Source: an optimization exercise on an open RTL-to-GDS flow (aim: small area and a short achievable clock period). Production flows keep margins and buffers that such runs may drop.
Only simulation tests tie the RTL to the original design; equivalence was not proved.

==> design/flow/design.v <==
module grs_round #(
    parameter INPUT_WIDTH  = 28,
    parameter OUTPUT_WIDTH = 24
) (
    input  wire [INPUT_WIDTH-1:0]  value_in,
    input  wire                    sign_in,
    input  wire [2:0]              mode,
    output wire                    increment
);
    localparam signed SHIFT_AMOUNT = INPUT_WIDTH - OUTPUT_WIDTH;
    wire lsb = (SHIFT_AMOUNT >= 0) ? value_in[SHIFT_AMOUNT - 0] : 1'b0;
    wire g   = (SHIFT_AMOUNT >= 1) ? value_in[SHIFT_AMOUNT - 1] : 1'b0;
    wire r   = (SHIFT_AMOUNT >= 2) ? value_in[SHIFT_AMOUNT - 2] : 1'b0;
    wire s   = (SHIFT_AMOUNT >= 3) ? |(value_in[SHIFT_AMOUNT - 3 : 0]) : 1'b0;
    wire inexact = (g | r | s);
    reg do_increment;
    always @(*) begin
        do_increment = 1'b0;  
        case (mode)
            3'b000: do_increment = g & (r | s | lsb);
            3'b001: do_increment = 1'b0;
            3'b010: do_increment = !sign_in & inexact;
            3'b011: do_increment = sign_in & inexact;
            3'b100: do_increment = g;
            default: do_increment = 1'b0;
        endcase
    end
    assign increment = do_increment;
endmodule
module grs_rounder #(
    parameter INPUT_WIDTH  = 28,
    parameter OUTPUT_WIDTH = 24
) (
    input  wire [INPUT_WIDTH-1:0]  value_in,
    input  wire                    sign_in,
    input  wire [2:0]              mode,
    output wire [OUTPUT_WIDTH-1:0] value_out,
    output wire                    overflow_out
);
    wire increment;
    grs_round #(
        .INPUT_WIDTH(INPUT_WIDTH),
        .OUTPUT_WIDTH(OUTPUT_WIDTH)
    ) u_grs_round (
        .value_in(value_in),
        .sign_in(sign_in),
        .mode(mode),
        .increment(increment)
    );
    localparam SHIFT_AMOUNT = INPUT_WIDTH - OUTPUT_WIDTH;
    wire [OUTPUT_WIDTH-1:0] base_mantissa;
    assign base_mantissa = value_in[INPUT_WIDTH-1 : SHIFT_AMOUNT];
    wire [OUTPUT_WIDTH:0] sum;
    assign sum = {1'b0, base_mantissa} + increment;
    assign overflow_out = sum[OUTPUT_WIDTH];
    assign value_out    = sum[OUTPUT_WIDTH-1:0];
endmodule
module fp_mul #(
    parameter WIDTH  = 16
) (
    input clk,
    input rst_n,
    input  [WIDTH-1:0] a,
    input  [WIDTH-1:0] b,
    input  [2:0]       rm,  
    output [WIDTH-1:0] result
);
    localparam integer PIPELINE_LATENCY = 4;   
    localparam EXP_W            = (WIDTH == 64) ?   11 : (WIDTH == 32) ?    8 : (WIDTH == 16) ?    5 : 0;  
    localparam EXP_BIAS         = (WIDTH == 64) ? 1023 : (WIDTH == 32) ?  127 : (WIDTH == 16) ?   15 : 0;  
    localparam MANT_W       = WIDTH - 1 - EXP_W;
    localparam SIGN_POS     = WIDTH - 1;
    localparam EXP_POS      = MANT_W;
    localparam [ EXP_W-1:0] EXP_ALL_ONES   = { EXP_W{1'b1}};
    localparam [ EXP_W-1:0] EXP_ALL_ZEROS  = { EXP_W{1'b0}};
    localparam [MANT_W-1:0] MANT_ALL_ZEROS = {MANT_W{1'b0}};
    localparam [WIDTH-1:0] QNAN = {1'b0, EXP_ALL_ONES, {1'b1, {(MANT_W-1){1'b0}}}};
    localparam [WIDTH-1:0] P_ZERO = {1'b0, {(WIDTH-1){1'b0}}};
    localparam [WIDTH-1:0] N_ZERO = {1'b1, {(WIDTH-1){1'b0}}};
    wire              sign_a = a[SIGN_POS];
    wire [ EXP_W-1:0] exp_a  = a[SIGN_POS-1:EXP_POS];
    wire [MANT_W-1:0] mant_a = a[MANT_W-1:0];
    wire              sign_b = b[SIGN_POS];
    wire [ EXP_W-1:0] exp_b  = b[SIGN_POS-1:EXP_POS];
    wire [MANT_W-1:0] mant_b = b[MANT_W-1:0];
    wire is_zero_a   = (exp_a == EXP_ALL_ZEROS) && (mant_a == MANT_ALL_ZEROS);
    wire is_zero_b   = (exp_b == EXP_ALL_ZEROS) && (mant_b == MANT_ALL_ZEROS);
    wire is_inf_a    = (exp_a == EXP_ALL_ONES ) && (mant_a == MANT_ALL_ZEROS);
    wire is_inf_b    = (exp_b == EXP_ALL_ONES ) && (mant_b == MANT_ALL_ZEROS);
    wire is_nan_a    = (exp_a == EXP_ALL_ONES ) && (mant_a != MANT_ALL_ZEROS);
    wire is_nan_b    = (exp_b == EXP_ALL_ONES ) && (mant_b != MANT_ALL_ZEROS);
    wire [1+MANT_W-1:0] full_mant_a = {(exp_a != EXP_ALL_ZEROS), mant_a};
    wire [1+MANT_W-1:0] full_mant_b = {(exp_b != EXP_ALL_ZEROS), mant_b};
    wire [EXP_W-1:0] effective_exp_a = (exp_a == EXP_ALL_ZEROS) ? 1 : exp_a;
    wire [EXP_W-1:0] effective_exp_b = (exp_b == EXP_ALL_ZEROS) ? 1 : exp_b;
    reg signed [EXP_W+1:0] s1_exp_sum_d;
    reg                    s1_sign_d;
    reg        [MANT_W:0]  s1_mant_a_d;
    reg        [MANT_W:0]  s1_mant_b_d;
    reg                    s1_special_case_d;
    reg        [WIDTH-1:0] s1_special_result_d;
    always @(*) begin
        s1_exp_sum_d = $signed({2'b0,effective_exp_a}) + $signed({2'b0,effective_exp_b}) - $signed({2'b0,EXP_BIAS});
        s1_sign_d = sign_a ^ sign_b;
        s1_mant_a_d = full_mant_a;
        s1_mant_b_d = full_mant_b;
        s1_special_case_d = 1'b0;
        s1_special_result_d = QNAN;  
        if (is_nan_a || is_nan_b) begin
            s1_special_case_d = 1'b1;
            s1_special_result_d = is_nan_a ? a : b;  
        end else if ((is_inf_a && is_zero_b) || (is_zero_a && is_inf_b)) begin
            s1_special_case_d = 1'b1;
            s1_special_result_d = QNAN;  
        end else if (is_inf_a || is_inf_b) begin
            s1_special_case_d = 1'b1;
            s1_special_result_d = {s1_sign_d, EXP_ALL_ONES, MANT_ALL_ZEROS};  
        end else if (is_zero_a || is_zero_b) begin
            s1_special_case_d = 1'b1;
            s1_special_result_d = s1_sign_d ? N_ZERO : P_ZERO;  
        end
    end
    reg signed [EXP_W+1:0] s1_exp_sum_q;
    reg                    s1_sign_q;
    reg [MANT_W:0]         s1_mant_a_q;
    reg [MANT_W:0]         s1_mant_b_q;
    reg                    s1_special_case_q;
    reg [WIDTH-1:0]        s1_special_result_q;
    reg [2:0]              s1_rm_q;
    always @(posedge clk or negedge rst_n) begin
        if (!rst_n) begin
            s1_exp_sum_q        <= '0;
            s1_sign_q           <= 1'b0;
            s1_mant_a_q         <= '0;
            s1_mant_b_q         <= '0;
            s1_special_case_q   <= 1'b0;
            s1_special_result_q <= P_ZERO;
            s1_rm_q             <= 3'b000;
        end else begin
            s1_exp_sum_q        <= s1_exp_sum_d;
            s1_sign_q           <= s1_sign_d;
            s1_mant_a_q         <= s1_mant_a_d;
            s1_mant_b_q         <= s1_mant_b_d;
            s1_special_case_q   <= s1_special_case_d;
            s1_special_result_q <= s1_special_result_d;
            s1_rm_q             <= rm;
        end
    end
    wire [2*MANT_W+1:0] s2_mant_product_d = s1_mant_a_q * s1_mant_b_q;
    reg signed [EXP_W+1:0]    s2_exp_q;
    reg                       s2_sign_q;
    reg        [2*MANT_W+1:0] s2_mant_product_q;
    reg                       s2_special_case_q;
    reg        [WIDTH-1:0]    s2_special_result_q;
    reg        [2:0]          s2_rm_q;
    always @(posedge clk or negedge rst_n) begin
        if (!rst_n) begin
            s2_exp_q            <= '0;
            s2_sign_q           <= 1'b0;
            s2_mant_product_q   <= '0;
            s2_special_case_q   <= 1'b0;
            s2_special_result_q <= P_ZERO;
            s2_rm_q             <= 3'b000;
        end else begin
            s2_exp_q            <= s1_exp_sum_q;
            s2_sign_q           <= s1_sign_q;
            s2_mant_product_q   <= s2_mant_product_d;
            s2_special_case_q   <= s1_special_case_q;
            s2_special_result_q <= s1_special_result_q;
            s2_rm_q             <= s1_rm_q;
        end
    end
    reg signed [EXP_W+1:0]   s3_exp_d;
    reg        [2*MANT_W:0]  s3_mant_d;
    always @(*) begin
        if (s2_mant_product_q[2*MANT_W+1]) begin  
            s3_exp_d  = s2_exp_q + 1;
            s3_mant_d = s2_mant_product_q >> 1;
        end else begin  
            s3_exp_d  = s2_exp_q;
            s3_mant_d = s2_mant_product_q;
        end
    end
    reg signed [EXP_W+1:0]   s3_exp_q;
    reg                      s3_sign_q;
    reg        [2*MANT_W:0]  s3_mant_q;
    reg                      s3_special_case_q;
    reg        [WIDTH-1:0]   s3_special_result_q;
    reg        [2:0]         s3_rm_q;
    always @(posedge clk or negedge rst_n) begin
        if (!rst_n) begin
            s3_exp_q            <= '0;
            s3_sign_q           <= 1'b0;
            s3_mant_q           <= '0;
            s3_special_case_q   <= 1'b0;
            s3_special_result_q <= P_ZERO;
            s3_rm_q             <= 3'b000;
        end else begin
            s3_exp_q            <= s3_exp_d;
            s3_sign_q           <= s2_sign_q;
            s3_mant_q           <= s3_mant_d;
            s3_special_case_q   <= s2_special_case_q;
            s3_special_result_q <= s2_special_result_q;
            s3_rm_q             <= s2_rm_q;
        end
    end
    wire is_underflow = (s3_exp_q <=  $signed({(EXP_W+2){1'b0}}));
    wire [2*MANT_W:0] mant_to_round;
    assign mant_to_round = is_underflow ? (s3_mant_q >> (1 - s3_exp_q)) : s3_mant_q;
    wire [MANT_W:0] rounded_mant_w_implicit;
    wire            rounder_overflow;
    grs_rounder #(
        .INPUT_WIDTH(2*MANT_W + 1),
        .OUTPUT_WIDTH(MANT_W + 1)  
    ) u_rounder (
        .value_in(mant_to_round),
        .sign_in(s3_sign_q),
        .mode(s3_rm_q),
        .value_out(rounded_mant_w_implicit),
        .overflow_out(rounder_overflow)
    );
    wire signed [EXP_W+1:0] final_exp_rounded = s3_exp_q + rounder_overflow;
    reg [EXP_W-1:0] out_exp;
    reg [MANT_W-1:0] out_mant;
    always @(*) begin
        if (final_exp_rounded >= $signed({2'b00, EXP_ALL_ONES})) begin  
            out_exp = EXP_ALL_ONES;
            out_mant = MANT_ALL_ZEROS;
        end else if (is_underflow) begin  
            if (final_exp_rounded > $signed({(EXP_W+2){1'b0}})) begin
                out_exp = 1;
                out_mant = MANT_ALL_ZEROS;  
            end else begin
                out_exp = EXP_ALL_ZEROS;
                out_mant = rounded_mant_w_implicit[MANT_W-1:0];
            end
        end else begin  
            out_exp = final_exp_rounded[EXP_W-1:0];
            out_mant = rounded_mant_w_implicit[MANT_W-1:0];
        end
    end
    reg [WIDTH-1:0] result_d;
    always @(*) begin
        if (s3_special_case_q) begin
            result_d = s3_special_result_q;
        end else begin
            result_d = {s3_sign_q, out_exp, out_mant};
        end
    end
    reg [WIDTH-1:0] result_q;
    always @(posedge clk or negedge rst_n) begin
        if (!rst_n) begin
            result_q <= P_ZERO;
        end else begin
            result_q <= result_d;
        end
    end
    assign result = result_q;
endmodule
module fp64_mul (
    input         clk,
    input         rst_n,
    input  [63:0] a,
    input  [63:0] b,
    input  [2:0]  rm,       
    output [63:0] result
);
    fp_mul #(
        .WIDTH(64)
    ) u_fp_mul (
        .clk(clk),
        .rst_n(rst_n),
        .a(a),
        .b(b),
        .rm(rm),
        .result(result)
    );
endmodule
==> design/flow/run.sh <==
#!/bin/bash
# synth_recipe.tcl (not shown) runs the flow's synth.tcl, then flattens the netlist and writes it again
# the make line also repeats each setting of config.mk as NAME=value (left out here)
make -C /OpenROAD-flow-scripts/flow DESIGN_CONFIG=/design/flow/config.mk WORK_HOME=/design/flow/orfs CLKGATE_MAP_FILE= SYNTH_SCRIPT=/design/flow/synth_recipe.tcl finish
==> design/flow/config.mk <==
export PLATFORM = sky130hd
export DESIGN_NAME = fp64_mul
export DESIGN_NICKNAME = fp64_mul
export VERILOG_FILES = /design/flow/design.v
export SDC_FILE = /design/flow/constraint.sdc
export NUM_CORES = 8
export LEC_CHECK = 0
export CAP_MARGIN = 20
export CORE_MARGIN = 2
export CORE_UTILIZATION = 40
export SLEW_MARGIN = 20
==> design/flow/constraint.sdc <==
create_clock -name core_clock -period 12.0 [get_ports {clk}]
set_input_delay 2.4000 -clock core_clock [delete_from_list [all_inputs] [get_ports {clk}]]
set_output_delay 2.4000 -clock core_clock [all_outputs]
set_load 0.01 [all_outputs]
==> impl_metrics.json <==
{
  "status": "finished clean",
  "setup_viol": 0,
  "syn-cell-area_sq_um": 116100,
  "worstSetupPathType": "reg -> reg",
  "relSlewSlack": 0.1618,
  "multi_input_area_sq_um": 88210,
  "synth_ff_type": "dfrtp_1",
  "design.core.area_sq_um": 288400,
  "maxSlewViolCount": 0,
  "cts_tree": "yes",
  "syn_avg_cell_area_sq_um": 9.458,
  "preCtsSetupSlack_ps": 1342,
  "ff2ff_path_depth": 29,
  "hp-class": "reg -> reg",
  "clk_pin_slew_worst_paths_ps": 60,
  "numCtsBuffers": 69,
  "maxCapViolCount": 0,
  "grt_max_degree": 152,
  "globalplace.congestion": 1.020,
  "insertion_delay_ps": 710,
  "rows": 197,
  "fin_skew_ps": 54.20,
  "grt_pass1_vias": 94240,
  "cts_setup_buffers": 0,
  "post_drt_wl_per_cell_um": 27.20,
  "max_stage_delay_ps": 950,
  "start_util": 0.4027,
  "fin_ws_ps": 1158,
  "port_buffers": 196,
  "syn-num-nets": 15519,
  "synth_cell_type_count": 93,
  "crit_top_cell": "fa_1",
  "htree_levels": 3,
  "first_pass_iters": 7,
  "die_h_um": 542.8,
  "ys_seq_area_frac": 0.1351,
  "syn-instance-count": 12280,
  "route.detailed.drc": 0,
  "min-delay-start": "u_fp_mul.s1_special_result_q[18]$_DFF_PN0_",
  "dp_hpwl_um": 331500,
  "die_area_sq_um": 294700,
  "rrSetupSlack_ps": 1160,
  "min_period_over_period": 0.9035,
  "synth_top_cell_area_share": 0.4487,
  "ctsRootBufferMaster": "clkbuf_16",
  "overflow": 0,
  "yosysTopAreaCell": "fa_1",
  "finalHoldViolations": 0,
  "holdBufCountCts": 0,
  "hold_depth": 0,
  "synthTopCellsByArea": "fa_1 (45%), dfrtp_1 (14%), nand2_1 (8.7%)",
  "synthTopCellsByCount": "nand2_1 (2,698), fa_1 (2,603), inv_1 (2,406)",
  "synthArstFlopShare": 1.000,
  "worst_setup_path_end_kind": "flop",
  "ff_latch_area_sq_um": 15850,
  "slowest_stage": "dfrtp_2",
  "worst_r2r_endpoint": "u_fp_mul.s2_mant_product_q[105]$_DFF_PN0_",
  "startpoint": "u_fp_mul.s1_mant_a_q[10]$_DFF_PN0_",
  "antenna_found_initial": 32,
  "grt_pass1_wl_um": 636200,
  "setup-tns-final_ps": 0,
  "worst_pin_slew_ps": 1257,
  "clockBufferDepth": 3,
  "dr.first_iter.drc_count": 8320,
  "fillCellCount": 28143,
  "synth_edf_count": 0,
  "via_count": 88301,
  "fp.dieW_um": 542.8,
  "ys_ff_latch": 627,
  "synth_warnings": 2,
  "arrival_ps": 11430,
  "max_freq_ghz": 0.09223,
  "worst-path-max-fanout": 29,
  "min_to": "u_fp_mul.s2_special_result_q[18]$_DFF_PN0_",
  "layout-drive-gt1-share": 0.06280,
  "synthMostInstantiatedCell": "nand2_1",
  "area_growth_pct": 6.557,
  "crit_required_ps": 12590,
  "r2r_start": "u_fp_mul.s1_mant_a_q[10]$_DFF_PN0_",
  "start_kind": "flop",
  "clock-sinks": 627,
  "layout.nets": 15110,
  "finalWirelength_um": 427700,
  "track_usage": 0.2959,
  "cts_resized": 0,
  "viasPerCell": 5.616,
  "ios": 197,
  "postRouteAntennaNets": 0,
  "rsz0062_at_grt": "false",
  "final.min_clock_period_ps": 10840
}
-- area by class of cell --
type / count / area share
inverter: 2408 / 0.07304
timing repair buffer: 380 / 0.02800
multi-input combinational: 8385 / 0.7127
antenna: 17 / 0.0003438
clock buffer: 81 / 0.01496
tap: 3781 / 0.03823
clock inverter: 45 / 0.004590
sequential: 627 / 0.1281
-- layer usage --
layer	global-route usage	vias up	share of wire
met3	0.07211	1425	0.099
met5	0	-	0.00036
li1	-	35982	-
met2	0.4703	4882	0.46
met4	0.1725	24	0.072
met1	0.3667	45988	0.37
-- cell usage in the layout, fill, tap and decap left out, drive strengths merged, types with 27 or more instances in the layout --
cell type / instances
a211oi: 28
a21o: 67
a21oi: 248
a22o: 41
a31oi: 38
and2: 497
and3: 37
buf: 185
clkbuf: 81
clkdlybuf4s50: 195
dfrtp: 627
fa: 2603
ha: 503
inv: 2414
mux2: 156
mux2i: 82
mux4: 120
nand2: 2698
nand2b: 32
nand3: 98
nand4: 60
nor2: 188
nor3: 68
nor4: 73
o211ai: 30
o21ai: 157
or3: 27
xnor2: 113
xor2: 69
-- worst max-delay path, delay by kind of cell, from the launching register on --
family / cells / cell delay [ps]
flops: 1 / 950
fa+ha+maj: 10 / 4930
buf+inv: 7 / 1140
xor+xnor: 1 / 160
compound gates: 6 / 2660
simple gates: 5 / 830
-- registers in the layout (all words and copies together), names as in the netlist, 3 cells and up --
name	cells
u_fp_mul.s1_exp_sum_q	13
u_fp_mul.s2_special_result_q	64
u_fp_mul.s3_mant_q	105
u_fp_mul.s1_mant_b_q	53
u_fp_mul.s1_special_result_q	64
u_fp_mul.result_q	64
u_fp_mul.s2_mant_product_q	106
u_fp_mul.s3_exp_q	13
u_fp_mul.s3_special_result_q	64
u_fp_mul.s2_exp_q	13
u_fp_mul.s1_rm_q	3
u_fp_mul.s1_mant_a_q	53
u_fp_mul.s3_rm_q	3
u_fp_mul.s2_rm_q	3
-- stage by stage --
step | instances | area [sq um] | utilization | hold WS [ps]
after global placement | 15578 | 121200 | 0.4203 | 331.2
after floorplan | 12280 | 116100 | - | 331.2
after global routing | 15707 | 123700 | 0.4290 | 321.0
final | 15724 | 123800 | 0.4291 | 307.9
after CTS | 15705 | 123700 | 0.4288 | 302.7
after detailed placement | 15579 | 121200 | 0.4204 | 334.7
-- logic make-up (layout without fill, tap and decap cells) --
logic type,Yosys count,count (layout),synth area share
DFF,627,627,0.1351
adders and majority gates,3106,3106,0.5029
muxes,358,358,0.04546
and+or+nand+nor,3859,3859,0.1457
buffers and inverters,3268,2914,0.1064
other,0,17,0
xor gates and xnor gates,182,182,0.01373
AOI/OAI and AO/OA,880,880,0.05077
-- worst max-delay path by stage --
stage          cells past startpoint                                         to  slack (ps)
6_report                          29  u_fp_mul.s2_mant_product_q[105]$_DFF_PN0_        1160
5_1_grt                           29  u_fp_mul.s2_mant_product_q[101]$_DFF_PN0_         690
4_1_cts                           29  u_fp_mul.s2_mant_product_q[105]$_DFF_PN0_        1250
3_5_place_dp                      29  u_fp_mul.s2_mant_product_q[105]$_DFF_PN0_        1340
3_3_place_gp                      29   u_fp_mul.s2_mant_product_q[75]$_DFF_PN0_        1450
2_1_floorplan                     41            u_fp_mul.result_q[47]$_DFF_PN0_        2690

re-timing with driven ports:
The flow's constraints put no driver on any port. The routed layout listed below was extracted and timed again, unchanged, in two steps.
Step 1, drivers: a clkbuf_16 drives clk and a buf_2 each remaining input, both assumed.
Step 2 times the ports against the registers' clock, not the clock port: input delays grow and output delays shrink by t, the midpoint of the rising clock arrivals with the driver on.
Three values: no drivers, after step 1, after step 2; two values: the first two.
t (ns): 0.764
setup WS [ns]: 1.158 / 1.158 / 1.158
hold WS [ns]: 0.308 / 0.308 / 0.308
worst setup path after step 2: register to register
clock arrival spread, ns: 0.063 / 0.063
After both steps this run still meets setup and hold. For this run, drivers alone change the setup slack by 0.000 ns; drivers and shift together by 0.000 ns.
